Source: an optimization exercise on an open RTL-to-GDS flow (aim: small area). Production flows keep margins and buffers that such runs may drop. Function was checked by simulation only, so behaviour that the tests miss may differ from the original. No activity file was given, so power comes from the tool's default toggle rates.

Setup of lane 1:
==> flow/design.v <==
`timescale 1ps / 1ps
module spi_denetleyici (
   input clk_i,
   input rst_i,
   input  [ 7:0] wb_adr_i,
   input  [31:0] wb_dat_i,
   input         wb_we_i,
   input         wb_stb_i,
   input  [ 3:0] wb_sel_i,
   input         wb_cyc_i,
   output        wb_ack_o,
   output [31:0] wb_dat_o,
   input  [3:0] qspi_data_i,
   output [3:0] qspi_data_o,
   output [3:0] qspi_data_oe,
   output spi_cs_o,
   output spi_sck_o
);
   localparam [1:0] S_IDLE = 2'd0, S_INST = 2'd1, S_DUMMY = 2'd2, S_DATA = 2'd3;
   reg [31:0] rf0, rf1, rf2, rf3, rf4, rf5, rf6, rf7, rf8, rf9;
   reg [1:0]  state;
   reg [3:0]  word_ctr;
   reg [10:0] bit_ctr;
   reg [31:0] t_buffer;
   reg [31:0] r_buffer;
   reg        ack;
   reg        inst_flag;
   reg        clock_en;
   reg [5:0]  prescale_ctr;
   wire [7:0] instruction_value = rf0[7:0];
   wire [1:0] data_mod = rf0[9:8];
   wire write_flash = rf0[10];
   wire [4:0] dummy_cycles = rf0[15:11];
   wire [8:0] data_size = rf0[24:16];
   wire [5:0] prescale = rf0[30:25];
   wire x4 = data_mod == 2'b11;
   wire x2 = data_mod == 2'b10;
   wire x1 = ~x4 & ~x2;
   wire idle = state == S_IDLE;
   wire st_inst = state == S_INST;
   wire st_dummy = state == S_DUMMY;
   wire st_data = state == S_DATA;
   wire nrst = ~rst_i;
   assign wb_ack_o = ack | (wb_stb_i & (wb_adr_i != 8'd0));
   always @(posedge clk_i) begin
      if (rst_i) begin
         prescale_ctr <= 6'd0;
         clock_en <= 1'b0;
      end else if (prescale_ctr < prescale) begin
         clock_en <= 1'b0;
         prescale_ctr <= prescale_ctr + 6'd1;
      end else begin
         clock_en <= 1'b1;
         prescale_ctr <= 6'd0;
      end
   end
   wire lo0 = bit_ctr[2:0] == 3'd0;
   wire hi0 = bit_ctr[10:3] == 8'h00;
   wire hi1 = bit_ctr[10:3] == 8'hff;
   wire bc_zero = hi0 & lo0;
   wire bc_one = hi0 & (bit_ctr[2:0] == 3'd1);
   wire d_end = hi1 & lo0;
   wire word_end = (bit_ctr[4:3] == 2'b11) & (bit_ctr[2:0] == {x4, x2, x1});
   wire adr0 = rf1 == 32'd0;
   wire dummy0 = dummy_cycles == 5'd0;
   wire start = clock_en & idle & wb_stb_i & inst_flag;
   wire inst_tick = clock_en & st_inst;
   wire inst_end = inst_tick & bc_one;
   wire dum_end = clock_en & st_dummy & bc_zero;
   wire enter = (inst_end & dummy0) | dum_end;
   wire data_tick = clock_en & st_data & ~d_end;
   wire data_end = clock_en & st_data & d_end;
   wire adv = data_tick & word_end;
   wire store = adv & ~write_flash;
   wire wload = enter | (adv & write_flash);
   wire bus_we = wb_we_i & idle;
   wire [2:0] bc_step = st_data ? {x4, x2, x1} : 3'd1;
   wire [3:0] bc_lo = {1'b0, bit_ctr[2:0]} - {1'b0, bc_step};
   wire [7:0] bc_hi = bit_ctr[10:3] - {7'd0, bc_lo[3]};
   wire [10:0] bc_dec = {bc_hi, bc_lo[2:0]};
   always @(posedge clk_i) begin
      if (rst_i) begin
         state <= S_IDLE;
         word_ctr <= 4'd0;
         bit_ctr <= 11'd0;
         ack <= 1'b0;
         inst_flag <= 1'b0;
      end else begin
         if (bus_we & (wb_adr_i == 8'd0) & ~ack)
            inst_flag <= 1'b1;
         if (inst_tick)
            inst_flag <= 1'b0;
         if (clock_en & idle) ack <= 1'b0;
         if (data_end) ack <= 1'b1;
         if (start) word_ctr <= 4'd0;
         if (enter | adv) word_ctr <= word_ctr + 4'd1;
         if (start) state <= S_INST;
         if (inst_end) state <= dummy0 ? S_DATA : S_DUMMY;
         if (dum_end) state <= S_DATA;
         if (data_end) state <= S_IDLE;
         if (start) bit_ctr <= adr0 ? 11'd8 : 11'd32;
         else if (enter) bit_ctr <= {data_size[7:0], 3'b000};
         else if (inst_end) bit_ctr <= {6'd0, dummy_cycles};
         else if (inst_tick | (clock_en & st_dummy) | data_tick) bit_ctr <= bc_dec;
      end
   end
   wire [5:0] rd_idx = wb_adr_i[7:2];
   wire [9:0] rsel;      
   wire [9:0] wen;       
   wire [9:2] usel;      
   genvar g;
   generate
      for (g = 0; g < 10; g = g + 1) begin : dec
         assign rsel[g] = rd_idx == g;
         if (g == 0) begin : w0
            assign wen[g] = rst_i | (bus_we & rsel[g]);
         end else begin : wn
            assign wen[g] = rst_i | (bus_we & rsel[g]) | (store & (word_ctr == g - 1));
         end
         if (g >= 2) begin : u
            assign usel[g] = nrst & wload & (word_ctr == g - 2);
         end
      end
   endgenerate
   wire usel_i = nrst & start;
   wire [1:0] bl = bit_ctr[1:0];
   wire nib_last = x4 | (x2 & (bl == 2'd2)) | (x1 & (bl == 2'd1));
   wire t_sh4 = (inst_tick & (bl == 2'd1)) | (data_tick & write_flash & nib_last);
   wire h4 = nrst & ~wload & t_sh4;
   wire t_hold = nrst & ~(start | t_sh4 | enter);
   wire rd_tick = data_tick & ~write_flash;
   wire r_en = rst_i | (rd_tick & nib_last);
   wire rs3_en = rd_tick & ~x4 & (bl == 2'd0);
   wire rs2_en = rd_tick & ((x1 & (bl == 2'd3)) | (x2 & (bl == 2'd0)));
   wire rs1_en = rd_tick & x1 & (bl == 2'd2);
   reg rs3, rs2, rs1;
   always @(posedge clk_i) begin
      if (rs3_en) rs3 <= x2 ? qspi_data_i[1] : qspi_data_i[0];
      if (rs2_en) rs2 <= qspi_data_i[0];
      if (rs1_en) rs1 <= qspi_data_i[0];
   end
   wire idle_nr = nrst & idle;
   wire busy_nr = nrst & ~idle;
   wire [31:0] iw = {instruction_value, rf1[23:0]};
   wire [31:0] wd;       
   wire [31:0] t_d;      
   wire [31:0] rdat;
   generate
      for (g = 0; g < 32; g = g + 1) begin : dp
         wire ra, rb, rc, rd;
         g_a222oi ra_i (.a1(rsel[0]), .a2(rf0[g]), .b1(rsel[1]), .b2(rf1[g]), .c1(rsel[2]), .c2(rf2[g]), .y(ra));
         g_a222oi rb_i (.a1(rsel[3]), .a2(rf3[g]), .b1(rsel[4]), .b2(rf4[g]), .c1(rsel[5]), .c2(rf5[g]), .y(rb));
         g_a222oi rc_i (.a1(rsel[6]), .a2(rf6[g]), .b1(rsel[7]), .b2(rf7[g]), .c1(rsel[8]), .c2(rf8[g]), .y(rc));
         g_nand2  rd_i (.a(rsel[9]), .b(rf9[g]), .y(rd));
         g_nand4  ro_i (.a(ra), .b(rb), .c(rc), .d(rd), .y(rdat[g]));
         wire ta, tb, tc, td;
         g_a222oi ta_i (.a1(usel[2]), .a2(rf2[g]), .b1(usel[3]), .b2(rf3[g]), .c1(usel[4]), .c2(rf4[g]), .y(ta));
         g_a222oi tb_i (.a1(usel[5]), .a2(rf5[g]), .b1(usel[6]), .b2(rf6[g]), .c1(usel[7]), .c2(rf7[g]), .y(tb));
         g_a222oi tc_i (.a1(usel[8]), .a2(rf8[g]), .b1(usel[9]), .b2(rf9[g]), .c1(usel_i), .c2(iw[g]), .y(tc));
         if (g >= 4) begin : sh4
            g_a22o td_i (.a1(h4), .a2(t_buffer[g-4]), .b1(t_hold), .b2(t_buffer[g]), .y(td));
            g_nand4b to_i (.a_n(td), .b(ta), .c(tb), .d(tc), .y(t_d[g]));
            g_a22o wd_i (.a1(idle_nr), .a2(wb_dat_i[g]), .b1(busy_nr), .b2(r_buffer[g-4]), .y(wd[g]));
         end else begin : sh0
            g_nand2 td_i (.a(t_hold), .b(t_buffer[g]), .y(td));
            g_nand4 to_i (.a(ta), .b(tb), .c(tc), .d(td), .y(t_d[g]));
         end
      end
   endgenerate
   assign wd[3] = (idle_nr & wb_dat_i[3]) | (busy_nr & (x4 ? qspi_data_i[3] : rs3));
   assign wd[2] = (idle_nr & wb_dat_i[2]) | (busy_nr & (x4 ? qspi_data_i[2] : rs2));
   assign wd[1] = (idle_nr & wb_dat_i[1]) | (busy_nr & (x1 ? rs1 : qspi_data_i[1]));
   assign wd[0] = (idle_nr & wb_dat_i[0]) | (busy_nr & qspi_data_i[0]);
   assign wb_dat_o = rdat;
   always @(posedge clk_i) begin
      if (wen[0]) rf0 <= wd;
      if (wen[1]) rf1 <= wd;
      if (wen[2]) rf2 <= wd;
      if (wen[3]) rf3 <= wd;
      if (wen[4]) rf4 <= wd;
      if (wen[5]) rf5 <= wd;
      if (wen[6]) rf6 <= wd;
      if (wen[7]) rf7 <= wd;
      if (wen[8]) rf8 <= wd;
      if (wen[9]) rf9 <= wd;
      if (r_en) r_buffer <= wd;
      t_buffer <= t_d;
   end
   wire [1:0] out_mod = (st_dummy | st_data) ? (write_flash ? data_mod : 2'b00) : 2'b01;
   wire om1 = out_mod == 2'b01;
   wire om2 = out_mod == 2'b10;
   wire om3 = out_mod == 2'b11;
   reg x1_bit;
   always @(*)
      case (bl)
         2'd0: x1_bit = t_buffer[31];
         2'd3: x1_bit = t_buffer[30];
         2'd2: x1_bit = t_buffer[29];
         default: x1_bit = t_buffer[28];
      endcase
   assign qspi_data_o[0] = (om1 & x1_bit) | (om3 & t_buffer[28]);
   assign qspi_data_o[1] = om3 & t_buffer[29];
   assign qspi_data_o[2] = (om3 & t_buffer[30]) | (om2 & (bl[1] ? t_buffer[28] : t_buffer[30]));
   assign qspi_data_o[3] = (om3 & t_buffer[31]) | (om2 & (bl[1] ? t_buffer[29] : t_buffer[31]));
   assign qspi_data_oe = out_mod == 2'b11 ? 4'b1111 :
                         out_mod == 2'b10 ? 4'b1100 :
                         out_mod == 2'b01 ? 4'b0001 : 4'b0000;
   assign spi_cs_o = idle;
   assign spi_sck_o = ~idle & ((prescale == 6'd0) | clock_en);
endmodule
module g_a222oi (input a1, input a2, input b1, input b2, input c1, input c2, output y);
   assign y = ~((a1 & a2) | (b1 & b2) | (c1 & c2));
endmodule
module g_a22oi (input a1, input a2, input b1, input b2, output y);
   assign y = ~((a1 & a2) | (b1 & b2));
endmodule
module g_a22o (input a1, input a2, input b1, input b2, output y);
   assign y = (a1 & a2) | (b1 & b2);
endmodule
module g_nand4b (input a_n, input b, input c, input d, output y);
   assign y = ~(~a_n & b & c & d);
endmodule
module g_nand2 (input a, input b, output y);
   assign y = ~(a & b);
endmodule
module g_nand3 (input a, input b, input c, output y);
   assign y = ~(a & b & c);
endmodule
module g_nand4 (input a, input b, input c, input d, output y);
   assign y = ~(a & b & c & d);
endmodule
clock: 8.0 ns
lec_check: 0
cap_margin: 5
core_margin: 2
core_utilization: 40
cts_buf_list: sky130_fd_sc_hd__clkbuf_8
cts_cluster_diameter: 60
cts_cluster_size: 16
slew_margin: 5
synth_hierarchical: 1
standard.sh (not shown) runs the stock make flow with config.mk's settings and CLKGATE_MAP_FILE= SYNTH_SCRIPT=/design/flow/synth_recipe.tcl, a recipe that flattens the netlist after the stock synthesis.
==> flow/flow/run.sh <==
#!/bin/bash
set -e
export BUFFER_PORTS_ARGS="-buffer_cell sky130_fd_sc_hd__buf_1"
export CTS_ARGS="-sink_clustering_enable -repair_clock_nets -dont_use_dummy_load -buf_list sky130_fd_sc_hd__clkbuf_8 -sink_clustering_size 16 -sink_clustering_max_diameter 60"
bash standard.sh > standard.log 2>&1
The inputs of lane 2 differ from those of lane 1 as listed below.
-- flow/design.v --
<<< lane 1, line 76
   wire bus_we = wb_we_i & idle;
   wire [2:0] bc_step = st_data ? {x4, x2, x1} : 3'd1;
   wire [3:0] bc_lo = {1'b0, bit_ctr[2:0]} - {1'b0, bc_step};
   wire [7:0] bc_hi = bit_ctr[10:3] - {7'd0, bc_lo[3]};
   wire [10:0] bc_dec = {bc_hi, bc_lo[2:0]};
   always @(posedge clk_i) begin
      if (rst_i) begin
>>> lane 2, line 76
   wire bus_we = wb_we_i & idle;
   wire [2:0] bc_step = st_data ? {x4, x2, x1} : 3'd1;
   wire [10:0] bc_dec = bit_ctr - {8'd0, bc_step};
   always @(posedge clk_i) begin
      if (rst_i) begin
<<< lane 1, line 128
   wire t_sh4 = (inst_tick & (bl == 2'd1)) | (data_tick & write_flash & nib_last);
   wire h4 = nrst & ~wload & t_sh4;
   wire t_hold = nrst & ~(start | t_sh4 | enter);
   wire rd_tick = data_tick & ~write_flash;
   wire r_en = rst_i | (rd_tick & nib_last);
>>> lane 2, line 126
   wire t_sh4 = (inst_tick & (bl == 2'd1)) | (data_tick & write_flash & nib_last);
   wire h4 = nrst & ~wload & t_sh4;
   wire t_en = rst_i | start | t_sh4 | enter;
   wire rd_tick = data_tick & ~write_flash;
   wire r_en = rst_i | (rd_tick & nib_last);
<<< lane 1, line 159
         g_a222oi tc_i (.a1(usel[8]), .a2(rf8[g]), .b1(usel[9]), .b2(rf9[g]), .c1(usel_i), .c2(iw[g]), .y(tc));
         if (g >= 4) begin : sh4
            g_a22o td_i (.a1(h4), .a2(t_buffer[g-4]), .b1(t_hold), .b2(t_buffer[g]), .y(td));
            g_nand4b to_i (.a_n(td), .b(ta), .c(tb), .d(tc), .y(t_d[g]));
            g_a22o wd_i (.a1(idle_nr), .a2(wb_dat_i[g]), .b1(busy_nr), .b2(r_buffer[g-4]), .y(wd[g]));
         end else begin : sh0
            g_nand2 td_i (.a(t_hold), .b(t_buffer[g]), .y(td));
            g_nand4 to_i (.a(ta), .b(tb), .c(tc), .d(td), .y(t_d[g]));
         end
      end
>>> lane 2, line 157
         g_a222oi tc_i (.a1(usel[8]), .a2(rf8[g]), .b1(usel[9]), .b2(rf9[g]), .c1(usel_i), .c2(iw[g]), .y(tc));
         if (g >= 4) begin : sh4
            g_nand2 td_i (.a(h4), .b(t_buffer[g-4]), .y(td));
            g_nand4 to_i (.a(ta), .b(tb), .c(tc), .d(td), .y(t_d[g]));
            g_a22o wd_i (.a1(idle_nr), .a2(wb_dat_i[g]), .b1(busy_nr), .b2(r_buffer[g-4]), .y(wd[g]));
         end else begin : sh0
            g_nand3 to_i (.a(ta), .b(tb), .c(tc), .y(t_d[g]));
         end
      end
<<< lane 1, line 185
      if (wen[9]) rf9 <= wd;
      if (r_en) r_buffer <= wd;
      t_buffer <= t_d;
   end
   wire [1:0] out_mod = (st_dummy | st_data) ? (write_flash ? data_mod : 2'b00) : 2'b01;
>>> lane 2, line 182
      if (wen[9]) rf9 <= wd;
      if (r_en) r_buffer <= wd;
      if (t_en) t_buffer <= t_d;
   end
   wire [1:0] out_mod = (st_dummy | st_data) ? (write_flash ? data_mod : 2'b00) : 2'b01;
<<< lane 1, line 218
   assign y = (a1 & a2) | (b1 & b2);
endmodule
module g_nand4b (input a_n, input b, input c, input d, output y);
   assign y = ~(~a_n & b & c & d);
endmodule
module g_nand2 (input a, input b, output y);
   assign y = ~(a & b);
>>> lane 2, line 215
   assign y = (a1 & a2) | (b1 & b2);
endmodule
module g_nand2 (input a, input b, output y);
   assign y = ~(a & b);
--- outcome ---
- Per the final summary, lane 2 finished and its layout is clean on timing, DRC and antenna.
- Routed wire length in lane 2 vs lane 1: down 2400 µm
- For combined area of all synthesized cells, lane 2 and lane 1 come out practically identical.
- Relative to lane 1, sum of net half-perimeters after detailed placement has gone down in lane 2.
- Per the comparison of lane 2 with lane 1, total number of cells along the worst setup path now larger, layout inverter count without the clock tree now smaller, horizontal extent of the die comparable, number of instances in the synthesized netlist comparable.
- Share of the final layout cell area in multi-input gates: lane 2 lower than lane 1
- The fraction of power spent switching nets of lane 2 falls short of that of lane 1 by 0.51 points.
- When lane 2 is measured against lane 1, its final critical-path setup slack turns out 0.10 ns higher.
- Lane 2 vs lane 1, layout filler cell count went down by 1.8%.
- Lane 2 vs lane 1 — CTS clock-pin slew for the worst setup and hold paths rose 0.03 ns.
- Lane 2 vs. lane 1: slack of the worst reg-to-reg path went down by 0.93 ns.

## what the ideal ports hide
How much do the figures lean on ideal ports? The routed layouts below were timed once more, with nothing changed but the port constraints.
Step 1 (the two cells are an assumption about what drives the block):
set clk [get_ports {clk_i}]
set_driving_cell -lib_cell sky130_fd_sc_hd__clkbuf_16 $clk
set_driving_cell -lib_cell sky130_fd_sc_hd__buf_2 [delete_from_list [all_inputs] $clk]
Step 2, shift: input delay + t, output delay - t, t = (earliest + latest rising clock arrival at the registers) / 2. This alone moves slack from input paths to output paths.
a / b / c = ideal / step 1 / step 2; a / b = the first two.
run	shift t [ns]	setup WS [ns]	worst hold slack (ns)	latest minus earliest clock arrival (ns)	worst register clock-pin slew, ns
lane 1	0.614	2.003 / 1.982 / 1.982	0.470 / 0.470 / 0.470	0.094 / 0.094	0.10 / 0.10
lane 2	0.607	2.107 / 2.083 / 2.083	0.467 / 0.467 / 0.467	0.074 / 0.074	0.10 / 0.10
After both steps every run listed still meets setup and hold. For lane 2, which loses most, drivers alone change the setup slack by -0.024 ns; drivers and shift together by -0.024 ns.
